This design comes from an exercise in tuning for small area and a short achievable clock period on the open sky130 flow, not from production work.
Only simulation tests tie the RTL to the original design; equivalence was not proved.

==> flow/design.v (outline; a module is shown in full before it is edited, if it fits) <==
// module dist_sort: 2530 lines
// module fa: 4 lines
// module absdiff: 13 lines
// module square: 22 lines
module dist_sort (
    input logic        clk, rst,
    input logic [63:0] query,
    input logic [63:0] search_0,
    input logic [63:0] search_1,
    input logic [63:0] search_2,
    input logic [63:0] search_3,
    input logic [63:0] search_4,
    input logic [63:0] search_5,
    input logic [63:0] search_6,
    input logic [63:0] search_7,
    input logic        in_valid,
    output logic [2:0] addr_1st,
    output logic [2:0] addr_2nd,
    output logic       out_valid
);
  // ...
==> flow/flow/run.sh <==
#!/bin/bash
# The standard layout (standard.sh: synthesis to final layout), with every input and
# output port buffered by the platform's smallest buffer instead of the default choice.
set -euo pipefail
export BUFFER_PORTS_ARGS="-buffer_cell sky130_fd_sc_hd__buf_1"
bash standard.sh > standard.log 2>&1
==> flow/standard.sh <==
#!/bin/bash
# synth_recipe.tcl (not shown) runs the flow's synth.tcl, then flattens the netlist and writes it again
# the make line also repeats each setting of config.mk as NAME=value (left out here)
make -C /OpenROAD-flow-scripts/flow DESIGN_CONFIG=/design/flow/config.mk WORK_HOME=/design/flow/orfs CLKGATE_MAP_FILE= SYNTH_SCRIPT=/design/flow/synth_recipe.tcl "${@:-finish}"
==> flow/config.mk <==
export PLATFORM = sky130hd
export DESIGN_NAME = dist_sort
export DESIGN_NICKNAME = dist_sort
export VERILOG_FILES = /design/flow/design.v
export SDC_FILE = /design/flow/constraint.sdc
export NUM_CORES = 4
export LEC_CHECK = 0
export ABC_AREA = 1
export CAP_MARGIN = 50
export CORE_MARGIN = 2
export CORE_UTILIZATION = 65
export CTS_BUF_LIST = sky130_fd_sc_hd__clkbuf_4 sky130_fd_sc_hd__clkbuf_8
export SLEW_MARGIN = 70
export SYNTH_HIERARCHICAL = 1
export SYNTH_MINIMUM_KEEP_SIZE = 0
==> flow/constraint.sdc <==
create_clock -name core_clock -period 17.0 [get_ports {clk}]
set_input_delay 3.4000 -clock core_clock [delete_from_list [all_inputs] [get_ports {clk}]]
set_output_delay 3.4000 -clock core_clock [all_outputs]
set_load 0.01 [all_outputs]
==> results.toml, run 1 <==
[outcome]
status = "timing/DRC/antenna clean"

[route]
top_layer_used = "met5"
met1Wirelength_um = 84700

[sta]
worst_pin_slew_ns = 0.504
period_minus_slack_ns = 5.11

[critical_path]
cp_cell_sequence = "buf_1 > inv_1 > buf_4 > ha_1 > fa_1 > fa_1 > fa_1 > nand2_1 > xor2_1"
r2r_cells = 26
regToRegStartpoint = "p2_0[0]"

[synth]
netlist_top_cells_area = "fa_1 34%, dfxtp_1 20%, nand2_1 17%"
yosys_warnings = 16
netlist_area_sq_mm = 0.0662
synth_ff_type = "dfxtp_1"
async_flop_share_pct = 0.451
ys_ff_latch = 665
synth_edf_count = 0

[cells_and_area]
layout-drive-gt1-share_pct = 8.85
clock_cell_area_share_pct = 3.84
regMostFlops = "m_r"
seq_share_pct = 18.0
fill_cells = 7665
fin_area_sq_mm = 0.0742
layout_common_cells = "2,954 x nand2_1, 1,136 x fa_1, 1,048 x inv_1, 1,014 x nand3_1, 662 x dfxtp_1"

[floorplan]
start_util_pct = 65.3

[clocking]
cts_tree = "yes"
cts_made_buffers = 112
clk_root_buffer_cell = "clkbuf_8"
h-tree-depth = 3

[grt]
grt_max_degree = 16
grt_pass1_wl_um = 348000
==> run 2: changes to the inputs <==
--- a/flow/config.mk
+++ b/flow/config.mk
@@ -9,6 +9,7 @@
 export CAP_MARGIN = 50
 export CORE_MARGIN = 2
-export CORE_UTILIZATION = 65
+export CORE_UTILIZATION = 55
 export CTS_BUF_LIST = sky130_fd_sc_hd__clkbuf_4 sky130_fd_sc_hd__clkbuf_8
+export PLACE_DENSITY = 0.7
 export SLEW_MARGIN = 70
 export SYNTH_HIERARCHICAL = 1
==> results.toml, run 2 <==
[outcome]
status = "timing/DRC/antenna clean"

[clocking]
cts_resized = 0
clock_path_buffers = 3
h-tree-depth = 3
path_clk_slew_ns = 0.06
worstSkewPairLatency_ns = 0.85
cts_sinks = 665
cts_setup_buffers = 0
cts_tree = "yes"
clk_root_buffer_cell = "clkbuf_8"
cts_made_buffers = 118
cts_hold_buf = 0

[critical_path]
path_common_cell = "fa_1"
crit_fanout = 5
worstSetupPathType = "in -> reg"
crit_slowest_cell = "fa_1"
crit_arrival_ns = 5.71
required_ns = 17.68
start_kind = "primary input"
cp_top_family = "adder cells"
crit_path_max_incr_delay_ns = 0.52
cp_cell_sequence = "buf_1 > inv_2 > buf_4 > ha_1 > fa_1 > fa_1 > fa_1 > inv_1 > nand3_1 > nand2_1"
crit_path_end_kind = "flop"
path_buf_inv = 4

[synth]
netlist_area_sq_mm = 0.0662
synth_edf_count = 0
yosysSeqAreaShare_pct = 20.1
synth_ff_type = "dfxtp_1"
ys_ff_latch = 665
synth_top_area_share_pct = 34.4
async_flop_share_pct = 0.451
syn_nets = 10314
synth_most_common_cell = "nand2_1"
yosys_warnings = 16
syn_area_per_cell_sq_um = 7.88
synth_largest_area_cell = "fa_1"
synth_cell_types = 43
netlist_top_cells_area = "fa_1 34%, dfxtp_1 20%, nand2_1 17%"
synth_common_cells = "2,962 x nand2_1, 1,136 x fa_1, 1,054 x inv_1, 1,014 x nand3_1, 662 x dfxtp_1"
syn_inst = 8402

[grt]
grt-ovfl-total = 0
grt_usage_pct = 38.9
grt_pass1_wl_um = 345000
grt_max_degree = 19
first_global_vias = 56309
antenna_found_initial = 19

[floorplan]
core-area_sq_mm = 0.120
fp.dieArea_sq_mm = 0.123
ios = 586
start_util_pct = 55.3
chipHeight_um = 351
fp.dieW_um = 351
row_count = 127

[cells_and_area]
multi_input_area_sq_mm = 0.0483
fin_area_sq_mm = 0.0746
seq_area_sq_mm = 0.0133
final_common_cell = "nand2_1"
areaGrowthSynthToFinish_pct = 12.8
final_core_util_pct = 62.4
layout_common_cells = "2,950 x nand2_1, 1,136 x fa_1, 1,052 x inv_1, 1,014 x nand3_1, 662 x dfxtp_1"
largest_reg_flops = 512
regMostFlops = "m_r"
layout-drive-gt1-share_pct = 9.11
nNetsFinal = 11090
fill_cells = 10604

[sta]
whs_ns = 0.357
worst_pin_slew_ns = 0.499
finalHoldViolCount = 0
rsz0062_at_grt = "no"
drv_slew = 0
skew_ns = 0.0746
setup_viol = 0
tns_ns = 0
period_minus_slack_ns = 5.03
finalCritPeriodShare_pct = 29.6
fmax_mhz = 199
slew-limit-headroom_pct = 66.8

[place]
dp_hpwl_um = 192000
place.gp.congestion = 1.01
portBuffers = 585
place_area_sq_mm = 0.0717

[route]
viasPerCell = 5.36
ant_nets = 0
wl_um = 237000
wl_per_cell_um = 21.8
first_iter_violations = 5669
drc = 0
vias = 58378
dr.pass1.iters = 8

[flow_run]
drv_cap = 0

[min_path]
hold_path_class = "reg -> reg"
==> run 2: cell counts after synthesis <==
No cell type changed its count.
==> run 2: per-layer routing <==
metal	wire length [um]	part of all wire, %	vias to the layer above	GRT usage (%)
met1	94200	40	27779	50.4
met3	24700	10	625	11.5
met5	107	0.045	-	0.235
met4	15900	6.7	12	21.8
li1	-	-	27313	-
met2	103000	43	2649	58.3
==> run 2: worst reg2reg max path: cells and delay by family, from the launching register on <==
family	cells	cell delay (ns)
adder cells (fa/ha/maj)	7	3.37
flip-flops	1	0.38
==> run 2: kinds of logic (layout without fill, tap and decap cells) <==
group | count (synthesis) | after routing | share of synthesized area (%)
xor+xnor | 164 | 164 | 2.47
buf+inv | 1349 | 2226 | 7.67
other cells | 0 | 8 | 0
flops | 665 | 665 | 20.1
compound gates | 326 | 326 | 2.96
simple gates | 4565 | 4565 | 28.7
fa+ha+maj | 1333 | 1333 | 38.1
==> run 2: per-stage QoR <==
step / worst slack, ns / instances
3_5_place_dp: 11.22 / 10669
6_report: 11.97 / 10899
4_1_cts: 12.09 / 10890
5_1_grt: 11.95 / 10895
2_1_floorplan: 11.80 / 8402
3_3_place_gp: 10.99 / 10653
==> run 2: cell type report <==
type | count | area share [%]
Inverter | 1339 | 6.74
Sequential cell | 665 | 17.9
Tap cell | 1612 | 2.70
Multi-Input combinational cell | 6388 | 64.7
Clock inverter | 46 | 0.800
Antenna cell | 8 | 0.0268
Timing Repair Buffer | 666 | 4.18
Clock buffer | 175 | 2.98
==> run 2: final timing paths <==
kind / slack, ns / end / depth (start not counted) / start
setup / recovery: 11.97 / m_r[52][3] / 10 / query[16]
hold / removal: 0.36 / v[2] / 0 / v[1]
setup reg to reg: 13.13 / p2_5 / 7 / m_r[32][0]
hold reg to reg: 0.36 / v[2] / 0 / v[1]
max in group asynchronous: 14.47 / v[0] / 2 / rst
min in group asynchronous: 2.40 / v[1] / 2 / rst
==> run 2: Yosys stat by module (local to each module, per instance) <==
module	cell area, sq um	flip-flops and latches	times used	cells inside
square	81.3	0	128	20
absdiff	78.8	0	128	16
dist_sort	22900	665	1	2658
fa	20.0	0	1136	1
==> run 3: changes to the inputs <==
--- a/flow/config.mk
+++ b/flow/config.mk
@@ -9,7 +9,6 @@
 export CAP_MARGIN = 50
 export CORE_MARGIN = 2
-export CORE_UTILIZATION = 55
+export CORE_UTILIZATION = 48
 export CTS_BUF_LIST = sky130_fd_sc_hd__clkbuf_4 sky130_fd_sc_hd__clkbuf_8
-export PLACE_DENSITY = 0.7
 export SLEW_MARGIN = 70
 export SYNTH_HIERARCHICAL = 1
==> results.toml, run 3 <==
[route]
wl_um = 242000
vias = 57356
ant_nets = 0
viasPerCell = 5.18
dr.pass1.iters = 7
first_iter_violations = 4825
drc = 0
wl_per_cell_um = 21.8

[cells_and_area]
final_core_util_pct = 54.5
nNetsFinal = 11083
multi_input_area_sq_mm = 0.0483
largest_reg_flops = 512
seq_area_sq_mm = 0.0133
areaGrowthSynthToFinish_pct = 12.9
layout_common_cells = "2,952 x nand2_1, 1,136 x fa_1, 1,036 x inv_1, 1,014 x nand3_1, 662 x dfxtp_1"
layout-drive-gt1-share_pct = 9.01
layout.cells.non_filler = 11073
regMostFlops = "m_r"
fill_cells = 12925
final_common_cell = "nand2_1"

[place]
dp.cells = 10839
place.gp.congestion = 0.993
dp_hpwl_um = 197000
portBuffers = 585

[synth]
yosys_warnings = 16
synth_largest_area_cell = "fa_1"
netlist_top_cells_area = "fa_1 34%, dfxtp_1 20%, nand2_1 17%"
synth_common_cells = "2,962 x nand2_1, 1,136 x fa_1, 1,054 x inv_1, 1,014 x nand3_1, 662 x dfxtp_1"
syn_inst = 8402
synth_most_common_cell = "nand2_1"
synth_top_area_share_pct = 34.4
netlist_area_sq_mm = 0.0662
synth_ff_type = "dfxtp_1"
synth_edf_count = 0
ys_ff_latch = 665
syn_nets = 10314
synth_cell_types = 43
async_flop_share_pct = 0.451
syn_area_per_cell_sq_um = 7.88
yosysSeqAreaShare_pct = 20.1

[sta]
finalCritPeriodShare_pct = 28.3
rsz0062_at_grt = "no"
slew-limit-headroom_pct = 67.6
skew_ns = 0.0824
drv_slew = 0
setup_viol = 0
period_minus_slack_ns = 4.81
finalHoldViolCount = 0
fmax_mhz = 208
worst_pin_slew_ns = 0.486
tns_ns = 0

[floorplan]
ios = 586
fp.dieArea_sq_mm = 0.141
row_count = 136
start_util_pct = 48.2
fp.dieW_um = 375
core-area_sq_mm = 0.137
chipHeight_um = 375

[critical_path]
crit_slowest_cell = "fa_1"
r2r_cells = 7
regToRegStartpoint = "m_r[32][0]"
worstSetupPathType = "in -> reg"
crit_path_max_incr_delay_ns = 0.45
cp_cell_sequence = "buf_1 > inv_1 > buf_6 > ha_1 > fa_1 > fa_1 > fa_1 > nand2_1 > xor2_1"
crit_path_end_kind = "flop"
start_kind = "primary input"
path_common_cell = "fa_1"
required_ns = 17.71
crit_arrival_ns = 5.52
crit_fanout = 8
r2r-end = "p2_5"
reg2reg_slack_ns = 13.09

[grt]
grt_usage_pct = 34.4
grt-ovfl-total = 0
first_global_vias = 55728
busiest_layer = "met2"
grt_util_met1_pct = 47.1
grt_use_met2_pct = 52.5
grt_pass1_wl_um = 351000
grt_max_degree = 18
antenna_found_initial = 12
grt_util_met3_pct = 6.19

[clocking]
cts_sinks = 665
h-tree-depth = 3
cts_resized = 0
path_clk_slew_ns = 0.06
worstSkewPairLatency_ns = 0.86
clk_root_buffer_cell = "clkbuf_8"
clock_path_buffers = 3
cts_hold_buf = 0
cts_made_buffers = 119
cts_tree = "yes"
cts_setup_buffers = 0

[min_path]
hold_end = "v[2]"
hold_path_class = "reg -> reg"
min_path_cells = 0
hold_start = "v[1]"

[outcome]
status = "timing/DRC/antenna clean"

[flow_run]
drv_cap = 0
[run 3: critical path: cells and delay by family]
family                     cells  cell delay (ns)
and+or+nand+nor                1             0.12
xor gates and xnor gates       1             0.16
buffers and inverters          3             0.31
adders and majority gates      4             1.47
[run 3: kinds of logic after synthesis]
| logic type | count (synthesis) | synth area share (%) |
|---|---|---|
| and+or+nand+nor | 4565 | 28.7 |
| buffers and inverters | 1349 | 7.67 |
| adders and majority gates | 1333 | 38.1 |
| DFF | 665 | 20.1 |
| AOI/OAI and AO/OA | 326 | 2.96 |
| xor gates and xnor gates | 164 | 2.47 |
[run 3: final cells by class]
class / count / area share [%]
timing repair buffer: 658 / 4.07
inverter: 1339 / 6.77
multi-input combinational: 6388 / 64.6
clock inverter: 58 / 0.827
clock buffer: 163 / 2.84
antenna: 8 / 0.0268
sequential: 665 / 17.8
tap: 1794 / 3.00
[run 3: stage by stage]
stage	instance area (sq um)	hold slack [ns]	setup slack [ns]
finish	74700	0.357	12.19
global route	74700	0.378	12.14
CTS	74600	0.359	12.20
detailed placement	71900	0.340	11.37
global placement	71000	0.345	11.33
floorplan	66200	0.331	11.80
[run 3: worst max-delay path by stage]
stage	cells past startpoint	end	start
floorplan	8	m_r[0][3]	query[0]
global placement	10	m_r[41][3]	query[36]
detailed placement	9	m_r[28][1]	query[48]
CTS	1	out_valid	v[2]
global route	9	m_r[49][1]	query[4]
finish	9	m_r[0][1]	query[0]
[run 3: modules after synthesis, one instance, submodules excluded]
module	area, sq um	flip-flops and latches	cells	times used
square	81.3	0	20	128
absdiff	78.8	0	16	128
fa	20.0	0	1	1136
dist_sort	22900	665	2658	1
[run 3: layer usage]
metal	up-vias	part of all wire, %	routed length (um)
li1	27283	-	-
met1	27443	43	104000
met2	2209	43	105000
met3	421	7.9	19200
met4	0	5.8	14100
met5	-	0	0
==> run 4: changes to the inputs <==
--- a/flow/config.mk
+++ b/flow/config.mk
@@ -7,9 +7,9 @@
 export LEC_CHECK = 0
 export ABC_AREA = 1
-export CAP_MARGIN = 50
+export CAP_MARGIN = 60
 export CORE_MARGIN = 2
 export CORE_UTILIZATION = 48
 export CTS_BUF_LIST = sky130_fd_sc_hd__clkbuf_4 sky130_fd_sc_hd__clkbuf_8
-export SLEW_MARGIN = 70
+export SLEW_MARGIN = 80
 export SYNTH_HIERARCHICAL = 1
 export SYNTH_MINIMUM_KEEP_SIZE = 0
==> results.toml, run 4 <==
[cells_and_area]
largest_reg_flops = 512
fin_area_sq_mm = 0.0769
layout-drive-gt1-share_pct = 11.5
areaGrowthSynthToFinish_pct = 16.2
fill_cells = 12775
final_core_util_pct = 56.1
regMostFlops = "m_r"
final_common_cell = "nand2_1"
nNetsFinal = 11184
layout_common_cells = "2,923 x nand2_1, 1,136 x fa_1, 1,026 x inv_1, 1,014 x nand3_1, 616 x dfxtp_1"

[floorplan]
fp.dieW_um = 375
ios = 586
row_count = 136
start_util_pct = 48.2
chipHeight_um = 375
core-area_sq_mm = 0.137
fp.dieArea_sq_mm = 0.141

[clocking]
clk_root_buffer_cell = "clkbuf_8"
cts_sinks = 665
cts_resized = 0
cts_tree = "yes"
cts_setup_buffers = 0
worstSkewPairLatency_ns = 0.87
h-tree-depth = 3
clock_path_buffers = 3
path_clk_slew_ns = 0.06
cts_hold_buf = 0
cts_made_buffers = 120

[synth]
netlist_top_cells_area = "fa_1 34%, dfxtp_1 20%, nand2_1 17%"
ys_ff_latch = 665
synth_largest_area_cell = "fa_1"
syn_inst = 8402
syn_area_per_cell_sq_um = 7.88
yosysSeqAreaShare_pct = 20.1
synth_cell_types = 43
yosys_warnings = 16
synth_ff_type = "dfxtp_1"
synth_edf_count = 0
synth_top_area_share_pct = 34.4
syn_nets = 10314
async_flop_share_pct = 0.451
synth_most_common_cell = "nand2_1"
synth_common_cells = "2,962 x nand2_1, 1,136 x fa_1, 1,054 x inv_1, 1,014 x nand3_1, 662 x dfxtp_1"
netlist_area_sq_mm = 0.0662

[critical_path]
regToRegStartpoint = "m_r[32][0]"
crit_fanout = 5
worstSetupPathType = "in -> reg"
cp-startpoint = "query[40]"
start_kind = "primary input"
crit_arrival_ns = 5.67
crit_path_end_kind = "flop"
required_ns = 17.78

[route]
viasPerCell = 5.18
wl_um = 243000
wl_per_cell_um = 21.7
dr.pass1.iters = 7
drc = 0
first_iter_violations = 5006
ant_nets = 0
vias = 57863

[sta]
tns_ns = 0
setup_viol = 0
worst_pin_slew_ns = 0.317
fmax_mhz = 205
whs_ns = 0.354
skew_ns = 0.0830
period_minus_slack_ns = 4.89
slew-limit-headroom_pct = 78.9
drv_slew = 0
finalCritPeriodShare_pct = 28.8
rsz0062_at_grt = "no"
finalHoldViolCount = 0

[flow_run]
drv_cap = 0

[place]
place_area_sq_mm = 0.0739
place.gp.congestion = 0.993
dp_hpwl_um = 212000
portBuffers = 585

[outcome]
status = "timing/DRC/antenna clean"

[min_path]
hold_start = "v[0]"
hold_path_class = "reg -> reg"

[grt]
grt_pass1_wl_um = 354000
grt-ovfl-total = 0
grt_usage_pct = 34.6
first_global_vias = 56854
antenna_found_initial = 12
grt_max_degree = 18
[run 4: cell type report]
class | count | area (sq um) | area share (%)
multi-input combinational | 6388 | 48600 | 63.2
sequential | 665 | 13400 | 17.4
inverter | 1339 | 5070 | 6.60
timing repair buffer | 758 | 4740 | 6.16
tap | 1794 | 2240 | 2.92
clock buffer | 170 | 2230 | 2.91
clock inverter | 52 | 606 | 0.788
antenna | 7 | 17.5 | 0.0228
[run 4: cell families after synthesis]
group / count (synthesis) / share of synthesized area [%]
AND/OR/NAND/NOR: 4565 / 28.7
buffers and inverters: 1349 / 7.67
adder cells (fa/ha/maj): 1333 / 38.1
flip-flops: 665 / 20.1
AO/OA/AOI/OAI: 326 / 2.96
XOR/XNOR: 164 / 2.47
[run 4: per-layer routing]
layer  GRT usage (%)  part of all wire (%)  up-vias
met4            17.6                   5.7        8
li1                -                     -    27491
met3            6.70                   7.7      440
met1            46.9                    43    27743
met2            53.0                    44     2181
met5               0                 0.023        -
[run 4: metrics by stage]
| stage | instances | worst slack (ns) |
|---|---|---|
| 2_1_floorplan | 8402 | 11.80 |
| 3_3_place_gp | 10832 | 11.33 |
| 3_5_place_dp | 10939 | 11.29 |
| 4_1_cts | 11161 | 12.20 |
| 5_1_grt | 11169 | 12.07 |
| 6_report | 11173 | 12.11 |
[run 4: worst paths after layout]
path	to	slack [ns]	cells after the start
min in group asynchronous	v[2]	2.38	2
worst max register to register	p2_5	13.13	7
worst min-delay path	v[1]	0.35	0
max in group asynchronous	v[1]	14.50	2
worst min register to register	v[1]	0.35	0
worst max-delay path	m_r[122][1]	12.11	10
[run 4: Yosys stat by module (local to each module, per instance)]
module,area (sq um),times used
square,81.3,128
dist_sort,22900,1
fa,20.0,1136
absdiff,78.8,128
[run 4: critical path, stage by stage]
cell     delay (ns)
buf_1          0.08
inv_1          0.06
buf_8          0.16
buf_12         0.17
ha_1           0.22
fa_1           0.40
fa_1           0.41
fa_1           0.47
nand2_1        0.12
xor2_1         0.13
==> run 5: changes to the inputs <==
--- a/flow/config.mk
+++ b/flow/config.mk
@@ -7,9 +7,8 @@
 export LEC_CHECK = 0
 export ABC_AREA = 1
-export CAP_MARGIN = 60
+export CAP_MARGIN = 50
 export CORE_MARGIN = 2
 export CORE_UTILIZATION = 48
-export CTS_BUF_LIST = sky130_fd_sc_hd__clkbuf_4 sky130_fd_sc_hd__clkbuf_8
-export SLEW_MARGIN = 80
+export SLEW_MARGIN = 70
 export SYNTH_HIERARCHICAL = 1
 export SYNTH_MINIMUM_KEEP_SIZE = 0
==> results.toml, run 5 <==
[outcome]
status = "timing/DRC/antenna clean"

[cells_and_area]
layout_common_cells = "2,952 x nand2_1, 1,136 x fa_1, 1,036 x inv_1, 1,014 x nand3_1, 662 x dfxtp_1"
fin_area_sq_mm = 0.0746
nNetsFinal = 11042
regMostFlops = "m_r"
layout-drive-gt1-share_pct = 8.10
largest_reg_flops = 512
areaGrowthSynthToFinish_pct = 12.7
final_common_cell = "nand2_1"

[synth]
synth_ff_type = "dfxtp_1"
synth_most_common_cell = "nand2_1"
netlist_top_cells_area = "fa_1 34%, dfxtp_1 20%, nand2_1 17%"
synth_largest_area_cell = "fa_1"
syn_nets = 10314
syn_area_per_cell_sq_um = 7.88
synth_edf_count = 0
ys_ff_latch = 665
yosysSeqAreaShare_pct = 20.1
async_flop_share_pct = 0.451
yosys_warnings = 16
syn_inst = 8402
synth_cell_types = 43
netlist_area_sq_mm = 0.0662
synth_common_cells = "2,962 x nand2_1, 1,136 x fa_1, 1,054 x inv_1, 1,014 x nand3_1, 662 x dfxtp_1"
synth_top_area_share_pct = 34.4

[sta]
slew-limit-headroom_pct = 68.2
finalHoldViolCount = 0
finalCritPeriodShare_pct = 29.3
fmax_mhz = 201
skew_ns = 0.0540
drv_slew = 0
setup_viol = 0
tns_ns = 0
worst_pin_slew_ns = 0.476
whs_ns = 0.359
rsz0062_at_grt = "no"
period_minus_slack_ns = 4.98

[clocking]
cts_tree = "yes"
clock_path_buffers = 3
cts_resized = 0
cts_made_buffers = 79
cts_setup_buffers = 0
clk_root_buffer_cell = "clkbuf_16"
worstSkewPairLatency_ns = 0.73
h-tree-depth = 3
cts_sinks = 665
cts_hold_buf = 0
path_clk_slew_ns = 0.06

[critical_path]
crit_path_max_incr_delay_ns = 0.52
reg2reg_slack_ns = 13.12
r2r-end = "p0_5"
r2r_cells = 7
crit_arrival_ns = 5.54
crit_path_end_kind = "flop"
path_common_cell = "fa_1"
start_kind = "primary input"
path_buf_inv = 4
crit_slowest_cell = "fa_1"
worst-path-stages = 10
cp_top_family = "adder cells"
cp_cell_sequence = "buf_1 > inv_1 > buf_6 > ha_1 > fa_1 > fa_1 > fa_1 > inv_1 > nand3_1 > nand2_1"
regToRegStartpoint = "m_r[0][0]"
crit_fanout = 15
required_ns = 17.56
worstSetupPathType = "in -> reg"

[route]
wl_um = 242000
dr.pass1.iters = 8
wl_per_cell_um = 22.0
first_iter_violations = 4962
drc = 0
ant_nets = 0
vias = 57165
viasPerCell = 5.20

[min_path]
hold_end = "v[2]"
min_path_cells = 0
hold_path_class = "reg -> reg"
hold_start = "v[1]"

[flow_run]
drv_cap = 0

[floorplan]
core-area_sq_mm = 0.137
chipHeight_um = 375
row_count = 136
fp.dieArea_sq_mm = 0.141
fp.dieW_um = 375
start_util_pct = 48.2
ios = 586

[grt]
antenna_found_initial = 11
grt_max_degree = 15
first_global_vias = 55414
grt_pass1_wl_um = 350000
grt_usage_pct = 34.3
grt-ovfl-total = 0

[place]
dp_hpwl_um = 197000
portBuffers = 585
place.gp.congestion = 0.993
place_area_sq_mm = 0.0719
==> run 5: cell counts after synthesis <==
Identical to the previous run, type by type.
==> run 5: worst reg2reg max path, stage by stage, from the launching register on <==
cell	delay (ns)
dfxtp_1	0.47
fa_1	0.49
fa_1	0.46
fa_1	0.42
fa_1	0.48
fa_1	0.45
fa_1	0.45
fa_1	0.52
==> run 5: worst max path at each step <==
stage | from | end | slack [ns]
3_5_place_dp | query[48] | m_r[28][1] | 11.37
3_3_place_gp | query[36] | m_r[41][3] | 11.33
2_1_floorplan | query[0] | m_r[0][3] | 11.80
4_1_cts | query[40] | m_r[10][1] | 12.13
5_1_grt | query[4] | m_r[49][1] | 11.99
6_report | query[40] | m_r[122][3] | 12.03
==> run 5: through the flow <==
step                      worst slack, ns  utilization [%]  std cells
after floorplan                     11.80                -       8402
after global placement              11.33             51.8      10832
after detailed placement            11.37             52.4      10839
after CTS                           12.13             54.3      10982
after global routing                11.99             54.4      10988
final                               12.03             54.4      10998
==> run 5: per-module statistics from Yosys (local to each module, per instance) <==
module | cells | times used | flip-flops and latches
fa | 1 | 1136 | 0
dist_sort | 2658 | 1 | 665
absdiff | 16 | 128 | 0
square | 20 | 128 | 0
==> run 5: cell families after synthesis <==
group	synth area share, %
simple gates	28.7
buf+inv	7.67
fa+ha+maj	38.1
flops	20.1
compound gates	2.96
xor+xnor	2.47
==> run 5: area by class of cell <==
cell class / count / area (sq um)
fillers: 12880 / 62600
multi-input cells: 6388 / 48300
flip-flops and latches: 665 / 13300
inverters: 1339 / 5060
repair buffers: 657 / 3020
well taps: 1794 / 2240
clock buffers: 100 / 2150
clock inverters: 43 / 485
diodes: 12 / 30.0
==> run 5: metal layers <==
layer  global-route usage (%)  up-vias  routed length, um  share of wire, %
met4                     16.2        0              13700               5.6
li1                         -    27181                  -                 -
met2                     52.7     2197             106000                44
met5                        0        -                  0                 0
met1                     47.4    27380             104000                43
met3                     5.90      407              18500               7.6
==> run 6: changes to the inputs <==
--- a/flow/config.mk
+++ b/flow/config.mk
@@ -9,5 +9,6 @@
 export CAP_MARGIN = 50
 export CORE_MARGIN = 2
-export CORE_UTILIZATION = 48
+export CORE_UTILIZATION = 55
+export CTS_BUF_LIST = sky130_fd_sc_hd__clkbuf_4 sky130_fd_sc_hd__clkbuf_8
 export SLEW_MARGIN = 70
 export SYNTH_HIERARCHICAL = 1
==> results.toml, run 6 <==
[synth]
synth_ff_type = "dfxtp_1"
netlist_top_cells_area = "fa_1 34%, dfxtp_1 20%, nand2_1 17%"
syn_area_per_cell_sq_um = 7.88
syn_nets = 10314
synth_common_cells = "2,962 x nand2_1, 1,136 x fa_1, 1,054 x inv_1, 1,014 x nand3_1, 662 x dfxtp_1"
yosys_warnings = 16
synth_cell_types = 43
syn_inst = 8402
synth_top_area_share_pct = 34.4
yosysSeqAreaShare_pct = 20.1
async_flop_share_pct = 0.451
ys_ff_latch = 665
netlist_area_sq_mm = 0.0662
synth_edf_count = 0
synth_most_common_cell = "nand2_1"
synth_largest_area_cell = "fa_1"

[sta]
fmax_mhz = 205
drv_slew = 0
finalHoldViolCount = 0
skew_ns = 0.0594
setup_slack_ns = 12.12
finalCritPeriodShare_pct = 28.7
rsz0062_at_grt = "no"
slew-limit-headroom_pct = 67.3
worst_pin_slew_ns = 0.491
period_minus_slack_ns = 4.88
setup_viol = 0
tns_ns = 0

[grt]
grt-ovfl-total = 0
grt_usage_pct = 38.5
first_global_vias = 56663
antenna_found_initial = 14
grt_max_degree = 17
grt_pass1_wl_um = 342000

[critical_path]
crit_path_max_incr_delay_ns = 0.46
worst-path-stages = 10
cp_top_family = "adder cells"
start_kind = "primary input"
cp_cell_sequence = "buf_1 > inv_1 > buf_4 > buf_16 > ha_1 > fa_1 > fa_1 > fa_1 > nand2_1 > xor2_1"
path_common_cell = "fa_1"
regToRegStartpoint = "m_r[7][1]"
crit_path_end_kind = "flop"
cp-startpoint = "query[4]"
required_ns = 17.75
path_buf_inv = 4
crit_arrival_ns = 5.64
r2r_cells = 11
reg2reg_slack_ns = 13.15
crit_slowest_cell = "fa_1"
crit_fanout = 5
worstSetupPathType = "in -> reg"

[floorplan]
core-area_sq_mm = 0.120
row_count = 127
ios = 586
start_util_pct = 55.3
fp.dieArea_sq_mm = 0.123
chipHeight_um = 351
fp.dieW_um = 351

[clocking]
path_clk_slew_ns = 0.06
cts_tree = "yes"
cts_hold_buf = 0
cts_sinks = 665
clock_path_buffers = 3
cts_resized = 0
cts_setup_buffers = 0
h-tree-depth = 3
clk_root_buffer_cell = "clkbuf_8"
cts_made_buffers = 117
worstSkewPairLatency_ns = 0.88

[cells_and_area]
largest_reg_flops = 512
fin_area_sq_mm = 0.0744
regMostFlops = "m_r"
layout_common_cells = "2,950 x nand2_1, 1,136 x fa_1, 1,043 x inv_1, 1,014 x nand3_1, 662 x dfxtp_1"
areaGrowthSynthToFinish_pct = 12.4
layout-drive-gt1-share_pct = 8.96
final_core_util_pct = 62.2
fill_cells = 10726
nNetsFinal = 11085
final_common_cell = "nand2_1"

[place]
place.gp.congestion = 1.03
dp_hpwl_um = 192000
portBuffers = 585
pre_cts_ws_ns = 11.31
place_area_sq_mm = 0.0715

[route]
first_iter_violations = 5238
dr.pass1.iters = 6
ant_nets = 0
drc = 0
viasPerCell = 5.37
vias = 58426
wl_um = 235000
wl_per_cell_um = 21.6

[min_path]
hold_start = "v[1]"
min_path_cells = 0
hold_path_class = "reg -> reg"

[flow_run]
drv_cap = 0

[outcome]
status = "timing/DRC/antenna clean"
==> run 6: cell type report <==
cell class	count	area, sq um	share of cell area, %
inverter	1339	5030	6.77
clock inverter	31	347	0.466
clock buffer	176	2280	3.06
timing repair buffer	662	3040	4.09
sequential	665	13300	17.9
antenna	13	32.5	0.0437
multi-input combinational	6388	48300	64.9
tap	1612	2020	2.71
==> run 6: modules after synthesis, one instance, submodules excluded <==
module     cell area (sq um)  copies in the design
absdiff                 78.8                   128
fa                      20.0                  1136
dist_sort              22900                     1
square                  81.3                   128
==> run 6: worst paths after layout <==
check                               to
max                        m_r[113][1]
min                               v[2]
max reg2reg                    p0_6[1]
min reg2reg                       v[2]
max in group asynchronous         v[0]
min in group asynchronous         v[1]
==> run 6: cell families (layout without fill, tap and decap cells) <==
group / after synthesis / after routing / share of synthesized area [%]
buffers and inverters: 1349 / 2208 / 7.67
AO/OA/AOI/OAI: 326 / 326 / 2.96
adder cells (fa/ha/maj): 1333 / 1333 / 38.1
XOR/XNOR: 164 / 164 / 2.47
AND/OR/NAND/NOR: 4565 / 4565 / 28.7
flip-flops: 665 / 665 / 20.1
other: 0 / 13 / 0
==> run 6: metal layers <==
| metal | up-vias | GRT usage (%) | wire, um |
|---|---|---|---|
| met5 | - | 0.392 | 155 |
| met4 | 8 | 23.0 | 15100 |
| met3 | 566 | 11.3 | 24600 |
| met2 | 2689 | 56.4 | 98900 |
| met1 | 27854 | 50.6 | 96100 |
| li1 | 27309 | - | - |
==> run 6: through the flow <==
stage	hold slack, ns	cells
after global placement	0.341	10653
after CTS	0.361	10867
final	0.358	10886
after global routing	0.367	10878
after detailed placement	0.337	10660
after floorplan	0.331	8402

## separate check: timing with driven ports
No port has a modelled driver above. Below, the same layouts with a new extraction and two added sets of constraints. Step 1, drivers: a clkbuf_16 drives clk and a buf_2 each remaining input, both assumed. Step 2, shift: input delay + t, output delay - t, t = (earliest + latest rising clock arrival at the registers) / 2. This alone moves slack from input paths to output paths. Three values: ideal ports, drivers, drivers and shift; two values: the first two.
run | t (ns) | setup slack, ns | pins driven straight from the clock port
run 1 | 0.878 | 11.890 / 11.948 / 11.070 | 1
run 2 | 0.908 | 11.975 / 12.006 / 11.098 | 1
run 3 | 0.904 | 12.185 / 12.228 / 11.342 | 1
run 4 | 0.914 | 12.112 / 12.169 / 11.254 | 1
run 5 | 0.778 | 12.025 / 12.088 / 11.310 | 1
run 6 | 0.923 | 12.117 / 12.166 / 11.243 | 1
After both steps every run listed still meets setup and hold. The setup slack of run 2, which loses most, moves by +0.031 ns with the drivers and by -0.877 ns with both steps.
